What follows belongs to an exercise in optimizing a design on an open flow for small area; a production flow would make more cautious choices.
In this exercise RTL edits were held to simulation tests only and were not proved equivalent to the original.
Power figures rest on the tool's default switching activity, not on a simulated workload. No driver is modelled on the clock port, so clocking that relies on it looks cheaper here than on a real chip.

try-xenon:
==> flow/design.v <==
`timescale 1ns / 1ps
module packet_data #(
    parameter data_width = 8,
    parameter depth = 64
)(
    input wire clk,
    input wire rst,
    input wire [data_width-1:0] s_axis_data,
    input wire s_axis_valid,
    output reg s_axis_ready,
    input wire s_axis_last,
    input wire [data_width + data_width-1 :0] packet_config,
    output reg [data_width-1 : 0] m_axis_data,
    output reg m_axis_valid,
    input wire m_axis_ready,
    output reg m_axis_last,
    output  full,
    output  empty
);
    reg [7:0] mem_1 [0:63];
    reg [7:0] mem_2 [0:62];
    reg       mem_3 [0:63];
    reg [6:0] wr_ptr;    
    reg [5:0] wr_ptr2;   
    reg [7:0] rd_ptr;
    reg [6:0] hwm1;      
    reg [5:0] hwm2;      
    assign full  = wr_ptr[6];
    assign empty = (wr_ptr == 7'd0);
    wire [7:0] k   = packet_config[15:8];
    wire [7:0] len = packet_config[7:0];
    always @(posedge clk) begin
        if (rst) s_axis_ready <= 1'b0;
        else     s_axis_ready <= 1'b1;
    end
    wire wr   = s_axis_valid & s_axis_ready & ~full;
    wire [8:0] dlk = {1'b0, len} - {1'b0, k};
    wire tail = !dlk[8] && (dlk != 9'd0) && ({2'b0, wr_ptr} >= dlk);
    wire wr2  = wr & tail;
    always @(posedge clk) begin
        if (wr) begin
            mem_1[wr_ptr[5:0]] <= s_axis_data;
            mem_3[wr_ptr[5:0]] <= s_axis_last;
        end
        if (wr2)
            mem_2[wr_ptr2] <= s_axis_data;
    end
    always @(posedge clk or posedge rst) begin
        if (rst) begin
            wr_ptr  <= 7'd0;
            wr_ptr2 <= 6'd0;
            hwm1    <= 7'd0;
            hwm2    <= 6'd0;
        end else begin
            if (wr) begin
                if (wr_ptr == hwm1) hwm1 <= hwm1 + 7'd1;
                if (tail) begin
                    wr_ptr2 <= wr_ptr2 + 6'd1;
                    if (wr_ptr2 == hwm2) hwm2 <= hwm2 + 6'd1;
                end else begin
                    wr_ptr2 <= 6'd0;
                end
                wr_ptr <= wr_ptr + 7'd1;
            end
            if (s_axis_last)
                wr_ptr <= 7'd0;
        end
    end
    wire v1 = ({1'b0, rd_ptr} < {2'b0, hwm1});
    wire v2 = ({1'b0, rd_ptr} < {3'b0, hwm2});
    wire [5:0] ra = rd_ptr[5:0];
    reg [7:0] or_1, or_2, g_1, g_2;
    reg       or_3, g_3;
    integer i, j;
    always @* begin
        or_1 = 8'd0; or_2 = 8'd0; or_3 = 1'b0;
        for (i = 0; i < 8; i = i + 1) begin
            g_1 = 8'd0; g_2 = 8'd0; g_3 = 1'b0;
            for (j = 0; j < 8; j = j + 1) begin
                if (ra[2:0] == j) begin
                    g_1 = g_1 | mem_1[i*8+j];
                    g_3 = g_3 | mem_3[i*8+j];
                    if (i*8+j < 63) g_2 = g_2 | mem_2[i*8+j];
                end
            end
            if (ra[5:3] == i) begin
                or_1 = or_1 | g_1; or_2 = or_2 | g_2; or_3 = or_3 | g_3;
            end
        end
    end
    wire [7:0] rd_1 = v1 ? or_1 : 8'd0;
    wire [7:0] rd_2 = v2 ? or_2 : 8'd0;
    wire       rd_3 = v1 & or_3;
    wire [8:0] rd_inc = {1'b0, rd_ptr} + 9'd1;
    wire       hit    = (rd_inc == {1'b0, len});
    always @(posedge clk or posedge rst) begin
        if (rst) begin
            m_axis_data  <= 8'd0;
            m_axis_valid <= 1'b0;
            m_axis_last  <= 1'b0;
            rd_ptr       <= 8'd0;
        end else if (m_axis_ready && !empty) begin
            m_axis_last  <= rd_3;
            m_axis_valid <= hit;
            m_axis_data  <= hit ? rd_1 + rd_2 : 8'd0;
            rd_ptr       <= hit ? 8'd0 : rd_inc[7:0];
        end
    end
endmodule
export LEC_CHECK = 0
export CAP_MARGIN = 10
export CORE_MARGIN = 2
export CORE_UTILIZATION = 45
export PLACE_DENSITY = 0.6
export SLEW_MARGIN = 10
create_clock -name core_clock -period 6.5 [get_ports {clk}]
standard.sh (not shown) runs the stock make flow with config.mk's settings and CLKGATE_MAP_FILE= SYNTH_SCRIPT=/design/flow/synth_recipe.tcl, a recipe that flattens the netlist after the stock synthesis.
==> flow/flow/run.sh <==
#!/bin/bash
# The standard layout (standard.sh) with these changes:
#  - synthesis: the same script, but its abc step maps with an area-oriented
#    ABC script (flow/area.abc); see flow/my_synth.tcl. Registers are mapped
#    before abc, so they keep the standard synthesis's names and cell types.
#  - CTS: no dummy balancing loads, leaf clusters sized for clkbuf_16.
#  - port buffers: sky130_fd_sc_hd__buf_1.
# make's output goes to flow.log; each ORFS step logs under orfs/logs/.
set -euo pipefail
HERE=$(pwd)
export MY_ABC_SCRIPT=$HERE/flow/area.abc
export FLOW_SYNTH_TCL=$HERE/synth_recipe.tcl
export CTS_ARGS="-sink_clustering_enable -repair_clock_nets -dont_use_dummy_load -buf_list sky130_fd_sc_hd__clkbuf_16 -sink_clustering_size 32 -sink_clustering_max_diameter 100"
export BUFFER_PORTS_ARGS="-buffer_cell sky130_fd_sc_hd__buf_1"
sed "s#SYNTH_SCRIPT=[^ ]*#SYNTH_SCRIPT=$HERE/flow/my_synth.tcl#" standard.sh > my_standard.sh
bash my_standard.sh > flow.log 2>&1
==> flow/flow/area.abc <==
strash
&get -n
&st
&dc2
&dch
&nf -R 1000
&put
topo
==> flow/flow/my_synth.tcl <==
# The standard flow's synthesis (synth_recipe.tcl) with one change: the technology mapping
# step (abc) runs an area-oriented ABC script instead of ORFS's speed script.
# Everything before abc, including dfflibmap, is unchanged, so the registers
# keep the standard synthesis's names and cell types.
proc abc {args} {
  set i [lsearch -exact $args -script]
  if { $i >= 0 } {
    lset args [expr { $i + 1 }] $::env(MY_ABC_SCRIPT)
  }
  # drop the delay target: the script maps for area
  set j [lsearch -exact $args -D]
  if { $j >= 0 } {
    set args [lreplace $args $j [expr { $j + 1 }]]
  }
  yosys abc {*}$args
}
source $::env(FLOW_SYNTH_TCL)
Both conditions hold for try-xenon: the flow ran to the end and the final layout passed the timing, design-rule and antenna checks.
Modified inputs, try-amber compared to try-xenon
- changing SLEW_MARGIN from 10 to 20
- changing CAP_MARGIN from 10 to 20
-- flow/flow/run.sh --
<<< try-xenon, line 8
>>> try-amber, line 8
#  - no adder-cell mapping before abc (ADDER_MAP_FILE empty): abc maps the
#    adders with the rest of the logic.
<<< try-xenon, line 16
bash my_standard.sh > flow.log 2>&1
>>> try-amber, line 18
bash my_standard.sh ADDER_MAP_FILE= finish > flow.log 2>&1
Findings:
Taking try-xenon over try-amber, the switching component of the power ratio works out to 0.905.
try-amber against try-xenon: detailed-routed wire length on met3 decreased by 1600 µm relative to the old numbers, overall power after layout up 0.61 mW, combinational power rose by 16%, fraction of final layout cells with drive strength greater than 1 up 1.7 points.
Maximum operating frequency in try-amber is 6.5% below try-xenon.
Looking at critical path depth, try-amber sits below try-xenon.
Diff try-xenon -> try-amber | layout-stage area growth over the synthesis result | increase of 1.2 points
The more densely filled core belongs to try-amber, not try-xenon.
The lower setup slack of the most critical reg-to-reg path of try-xenon and try-amber is in try-amber.
> inputs changed (try-amber -> try-onyx)
-- flow/flow/run.sh --
<<< try-amber, line 8
#  - no adder-cell mapping before abc (ADDER_MAP_FILE empty): abc maps the
#    adders with the rest of the logic.
>>> try-onyx, line 8
<<< try-amber, line 18
bash my_standard.sh ADDER_MAP_FILE= finish > flow.log 2>&1
>>> try-onyx, line 16
bash my_standard.sh > flow.log 2>&1
==> flow/flow/area.abc <==
strash
dc2
dch
amap -m
topo
==> comparison <==
Of the two values seen for classification of the worst setup path, flop to flop was produced by try-onyx and input port to flop by try-amber. On clock network power consumption, try-onyx and try-amber are basically level. The final reports for try-onyx and try-amber show met3 wirelength from detailed routing higher in the former. Synthesized area of try-onyx is on par with try-amber. Of try-onyx and try-amber, the lower part of the power in combinational logic belongs to try-onyx. Status: via count of the first global-routing pass parity (try-amber, try-onyx). Changes observed in try-onyx relative to try-amber: post-route fraction of the period consumed by the critical path shows an increase of 5.3 points, overall fraction of global-route tracks in use dropped 0.52 points, share of synthesized cell area in full adder, half adder and majority cells grew by 1.2 points, die area flat. Delta(total wirelength of the detailed-routed design, try-onyx - try-amber) < 0.
[inputs] try-raven vs try-onyx
==> flow/flow/area.abc <==
strash
&get -n
&st
&dc2
&dch
&nf -R 1000
&put
topo
Notes after the runs:
- On count of cells along the worst register-to-register path, the lower figure sits with try-raven, not try-onyx.
- Delta (try-raven minus try-onyx): wire length of the first global-routing pass went down by 1.2%; total power lower.

Starts from the design.v that is shown in full above.
Settings: LEC_CHECK=0, CAP_MARGIN=20, CORE_MARGIN=2, CORE_UTILIZATION=45, PLACE_DENSITY=0.6, SLEW_MARGIN=20; clock period 6.5 ns.
==> flow/flow/run.sh <==
#!/bin/bash
# The standard layout (standard.sh) with these changes:
#  - synthesis: the same script, but its abc step maps with an area-oriented
#    ABC script (flow/area.abc); see flow/my_synth.tcl. Registers are mapped
#    before abc, so they keep the standard synthesis's names and cell types.
#  - CTS: no dummy balancing loads, leaf clusters sized for clkbuf_16.
#  - port buffers: sky130_fd_sc_hd__buf_1.
# make's output goes to flow.log; each ORFS step logs under orfs/logs/.
set -euo pipefail
HERE=$(pwd)
export MY_ABC_SCRIPT=$HERE/flow/area.abc
export FLOW_SYNTH_TCL=$HERE/synth_recipe.tcl
export CTS_ARGS="-sink_clustering_enable -repair_clock_nets -dont_use_dummy_load -buf_list sky130_fd_sc_hd__clkbuf_16 -sink_clustering_size 22 -sink_clustering_max_diameter 110"
export BUFFER_PORTS_ARGS="-buffer_cell sky130_fd_sc_hd__buf_1"
sed "s#SYNTH_SCRIPT=[^ ]*#SYNTH_SCRIPT=$HERE/flow/my_synth.tcl#" standard.sh > my_standard.sh
bash my_standard.sh > flow.log 2>&1
==> flow/flow/area.abc <==
strash
&get -n
&st
&dc2
&dch
&nf -R 1000
&put
topo
Scripts as last shown in full above: flow/flow/my_synth.tcl
Change:
- CORE_UTILIZATION: 45 -> 60
- PLACE_DENSITY: 0.6 -> 0.72
=> The new run completed without violations. Non-clock buffer count shrinks by 8. Clock power shrinks by about 1%. Die area shrinks by 25%. Critical path depth grows by 2. Routed wire length shrinks by 6.1%. Synthesized area is unchanged. Cell count shrinks by 8.7%. Cell area shrinks by 0.93%. Power shrinks by 0.85%. Combinational power shrinks by about 2%.

// packet_data: RTL as listed in full above, without the edits since
==> flow/config.mk <==
export PLATFORM = sky130hd
export DESIGN_NAME = packet_data
export DESIGN_NICKNAME = packet_data
export VERILOG_FILES = /design/flow/design.v
export SDC_FILE = /design/flow/constraint.sdc
export NUM_CORES = 4
export LEC_CHECK = 0
export CAP_MARGIN = 20
export CORE_MARGIN = 2
export CORE_UTILIZATION = 45
export PLACE_DENSITY = 0.6
export SLEW_MARGIN = 20
==> flow/constraint.sdc <==
create_clock -name core_clock -period 6.5 [get_ports {clk}]
set_input_delay 1.3000 -clock core_clock [delete_from_list [all_inputs] [get_ports {clk}]]
set_output_delay 1.3000 -clock core_clock [all_outputs]
set_load 0.01 [all_outputs]
==> flow/flow/run.sh <==
#!/bin/bash
# The standard layout (standard.sh) with these changes:
#  - synthesis: the same script, but its abc step maps with an area-oriented
#    ABC script (flow/area.abc); see flow/my_synth.tcl. Registers are mapped
#    before abc, so they keep the standard synthesis's names and cell types.
#  - CTS: no dummy balancing loads, leaf clusters sized for clkbuf_16.
#  - port buffers: sky130_fd_sc_hd__buf_1.
# make's output goes to flow.log; each ORFS step logs under orfs/logs/.
set -euo pipefail
HERE=$(pwd)
export MY_ABC_SCRIPT=$HERE/flow/area.abc
export FLOW_SYNTH_TCL=$HERE/synth_recipe.tcl
export CTS_ARGS="-sink_clustering_enable -repair_clock_nets -dont_use_dummy_load -buf_list sky130_fd_sc_hd__clkbuf_16 -sink_clustering_size 32 -sink_clustering_max_diameter 80"
export BUFFER_PORTS_ARGS="-buffer_cell sky130_fd_sc_hd__buf_1"
sed "s#SYNTH_SCRIPT=[^ ]*#SYNTH_SCRIPT=$HERE/flow/my_synth.tcl#" standard.sh > my_standard.sh
bash my_standard.sh > flow.log 2>&1
Scripts as last shown in full above: flow/flow/area.abc, flow/flow/my_synth.tcl
Rerun with:
--- a/flow/flow/run.sh
+++ b/flow/flow/run.sh
@@ -12,3 +12,3 @@
 export FLOW_SYNTH_TCL=$HERE/synth_recipe.tcl
-export CTS_ARGS="-sink_clustering_enable -repair_clock_nets -dont_use_dummy_load -buf_list sky130_fd_sc_hd__clkbuf_16 -sink_clustering_size 32 -sink_clustering_max_diameter 80"
+export CTS_ARGS="-sink_clustering_enable -repair_clock_nets -dont_use_dummy_load -buf_list sky130_fd_sc_hd__clkbuf_16 -sink_clustering_size 28 -sink_clustering_max_diameter 100"
 export BUFFER_PORTS_ARGS="-buffer_cell sky130_fd_sc_hd__buf_1"
Effect: The new run finished with timing, DRC and antenna clean. Sequential share of layout area drops by 0.10 points. Flip-flop and latch count does not change. Via count rose by 0.61%. Die area does not change. Wire length barely changes. Final area hardly moves. Global-route usage barely changes. Sequential power stays flat. Critical path depth stays the same. Utilization stays flat. Power goes up by 0.32%.
Rerun with:
--- a/flow/flow/run.sh
+++ b/flow/flow/run.sh
@@ -12,3 +12,3 @@
 export FLOW_SYNTH_TCL=$HERE/synth_recipe.tcl
-export CTS_ARGS="-sink_clustering_enable -repair_clock_nets -dont_use_dummy_load -buf_list sky130_fd_sc_hd__clkbuf_16 -sink_clustering_size 28 -sink_clustering_max_diameter 100"
+export CTS_ARGS="-sink_clustering_enable -repair_clock_nets -dont_use_dummy_load -buf_list sky130_fd_sc_hd__clkbuf_16 -sink_clustering_size 34 -sink_clustering_max_diameter 90"
 export BUFFER_PORTS_ARGS="-buffer_cell sky130_fd_sc_hd__buf_1"
CORE_UTILIZATION = 60   (was 45)
PLACE_DENSITY = 0.72   (was 0.6)
Outcome: Core utilization rose by 16 points; count of clock-buffer cells in the layout went down by 7; routed wire length shrinks by 6.2%; setup slack loses 340 ps; area after synthesis does not change.

harbor:
packet_data, a different RTL version from the one above (not shown whole).
Size in the first run: ~2,800 cells after synthesis, about 42 I/O pins.
clock: 6.5 ns
lec_check: 0
cap_margin: 0
core_margin: 2
core_utilization: 45
cts_buf_list: sky130_fd_sc_hd__clkbuf_4 sky130_fd_sc_hd__clkbuf_8
place_density: 0.6
slew_margin: 0
run.sh (not shown) runs the stock make flow with config.mk's settings and CLKGATE_MAP_FILE= SYNTH_SCRIPT=/design/flow/synth_recipe.tcl, a recipe that flattens the netlist after the stock synthesis.
Stock flow here: none of the scripts above is used.
harbor: flow complete, layout not clean; failing: max-capacitance violations, max-slew violations
Input changes introduced in zinc (baseline for comparison: harbor):
- a change of SLEW_MARGIN from 0 to 20
- a deleted CTS_BUF_LIST that had been sky130_fd_sc_hd__clkbuf_4 sky130_fd_sc_hd__clkbuf_8
- a change of CAP_MARGIN from 0 to 20
Findings:
- zinc ran to completion and came out clean on the timing, design-rule and antenna checks.
- Looking at post-route minimum period, zinc sits below harbor.
- zinc: first-pass GRT wire length about 0.3% below harbor
- harbor → zinc: die area comparable, final cell count went down.

packet_data, a different RTL version from the one above (not shown whole).
For scale: ~2200 cells after synthesis, ~42 I/O pins, ~41000 µm² of cells after synthesis.
Settings: LEC_CHECK=0, CAP_MARGIN=20, CORE_MARGIN=2, CORE_UTILIZATION=45, PLACE_DENSITY=0.6, SLEW_MARGIN=20; clock period 6.5 ns.
standard.sh (not shown) runs the stock make flow with config.mk's settings and CLKGATE_MAP_FILE= SYNTH_SCRIPT=/design/flow/synth_recipe.tcl, a recipe that flattens the netlist after the stock synthesis.
==> flow/flow/run.sh <==
#!/bin/bash
# The standard layout (standard.sh) with these changes:
#  - synthesis: the same script, but its abc step maps with an area-oriented
#    ABC script (flow/area.abc); see flow/my_synth.tcl. Registers are mapped
#    before abc, so they keep the standard synthesis's names and cell types.
#  - CTS: no dummy balancing loads, leaf clusters sized for clkbuf_16.
#  - port buffers: sky130_fd_sc_hd__buf_1.
# make's output goes to flow.log; each ORFS step logs under orfs/logs/.
set -euo pipefail
HERE=$(pwd)
export MY_ABC_SCRIPT=$HERE/flow/area.abc
export FLOW_SYNTH_TCL=$HERE/synth_recipe.tcl
export CTS_ARGS="-sink_clustering_enable -repair_clock_nets -dont_use_dummy_load -buf_list sky130_fd_sc_hd__clkbuf_16 -sink_clustering_size 32 -sink_clustering_max_diameter 100"
export BUFFER_PORTS_ARGS="-buffer_cell sky130_fd_sc_hd__buf_1"
sed "s#SYNTH_SCRIPT=[^ ]*#SYNTH_SCRIPT=$HERE/flow/my_synth.tcl#" standard.sh > my_standard.sh
bash my_standard.sh finish > flow.log 2>&1
Scripts as last shown in full above: flow/flow/area.abc, flow/flow/my_synth.tcl
Next try:
--- a/flow/flow/run.sh
+++ b/flow/flow/run.sh
@@ -7,0 +8,2 @@
+#  - no adder-cell mapping before abc (ADDER_MAP_FILE empty): abc maps the
+#    adders with the rest of the logic.
@@ -16 +18 @@
-bash my_standard.sh finish > flow.log 2>&1
+bash my_standard.sh ADDER_MAP_FILE= finish > flow.log 2>&1
Clock-buffer cell count is unchanged.
Setup slack gets worse by 0.20 ns.
Register-to-register slack is better by 0.27 ns.
Combinational power went up by a few percent.
Routed wire length came out lower slightly.
Via count stays flat.
Global-route usage fell by 0.34 points.

[what the ideal ports hide]
Ports are ideal in the flow. The routed layouts listed here were re-timed in OpenROAD.
Step 1 assumes that a clkbuf_16 drives the clock port and a buf_2 every other input.
Step 2 also shifts input and output timing later by t, the mid clock arrival at the registers, as if the neighbouring blocks saw the same clock.
a / b / c = no drivers / after step 1 / after step 2; a / b = the first two.
| run | t, ns | slack for setup (ns) | slew at the worst register clock pin (ns) |
|---|---|---|---|
| try-xenon | 0.668 | 1.340 / 1.340 / 0.761 | 0.13 / 0.13 |
| try-amber | 0.669 | 0.983 / 1.023 / 0.354 | 0.12 / 0.12 |
| try-onyx | 0.679 | 0.636 / 0.636 / 0.198 | 0.12 / 0.12 |
| try-raven | 0.668 | 1.275 / 1.275 / 0.747 | 0.12 / 0.12 |
| the first run of note 2 | 0.696 | 1.285 / 1.285 / 0.741 | 0.10 / 0.10 |
| the second run of note 2 | 0.694 | 0.921 / 0.965 / 0.272 | 0.09 / 0.09 |
| the first run of note 3 | 0.676 | 1.368 / 1.368 / 0.812 | 0.12 / 0.12 |
| the second run of note 3 | 0.679 | 1.297 / 1.297 / 0.798 | 0.11 / 0.11 |
| the third run of note 3 | 0.678 | 0.960 / 0.960 / 0.483 | 0.12 / 0.12 |
| harbor | 0.958 | 0.212 / 0.212 / 0.212 | 0.07 / 0.07 |
| zinc | 0.754 | 0.392 / 0.392 / 0.392 | 0.07 / 0.07 |
| the first run of note 5 | 0.682 | 1.215 / 1.215 / 0.617 | 0.12 / 0.12 |
| the second run of note 5 | 0.667 | 1.017 / 1.055 / 0.388 | 0.12 / 0.12 |
The setup slack of the second run of note 2, which loses most, moves by +0.044 ns with the drivers and by -0.649 ns with both steps.
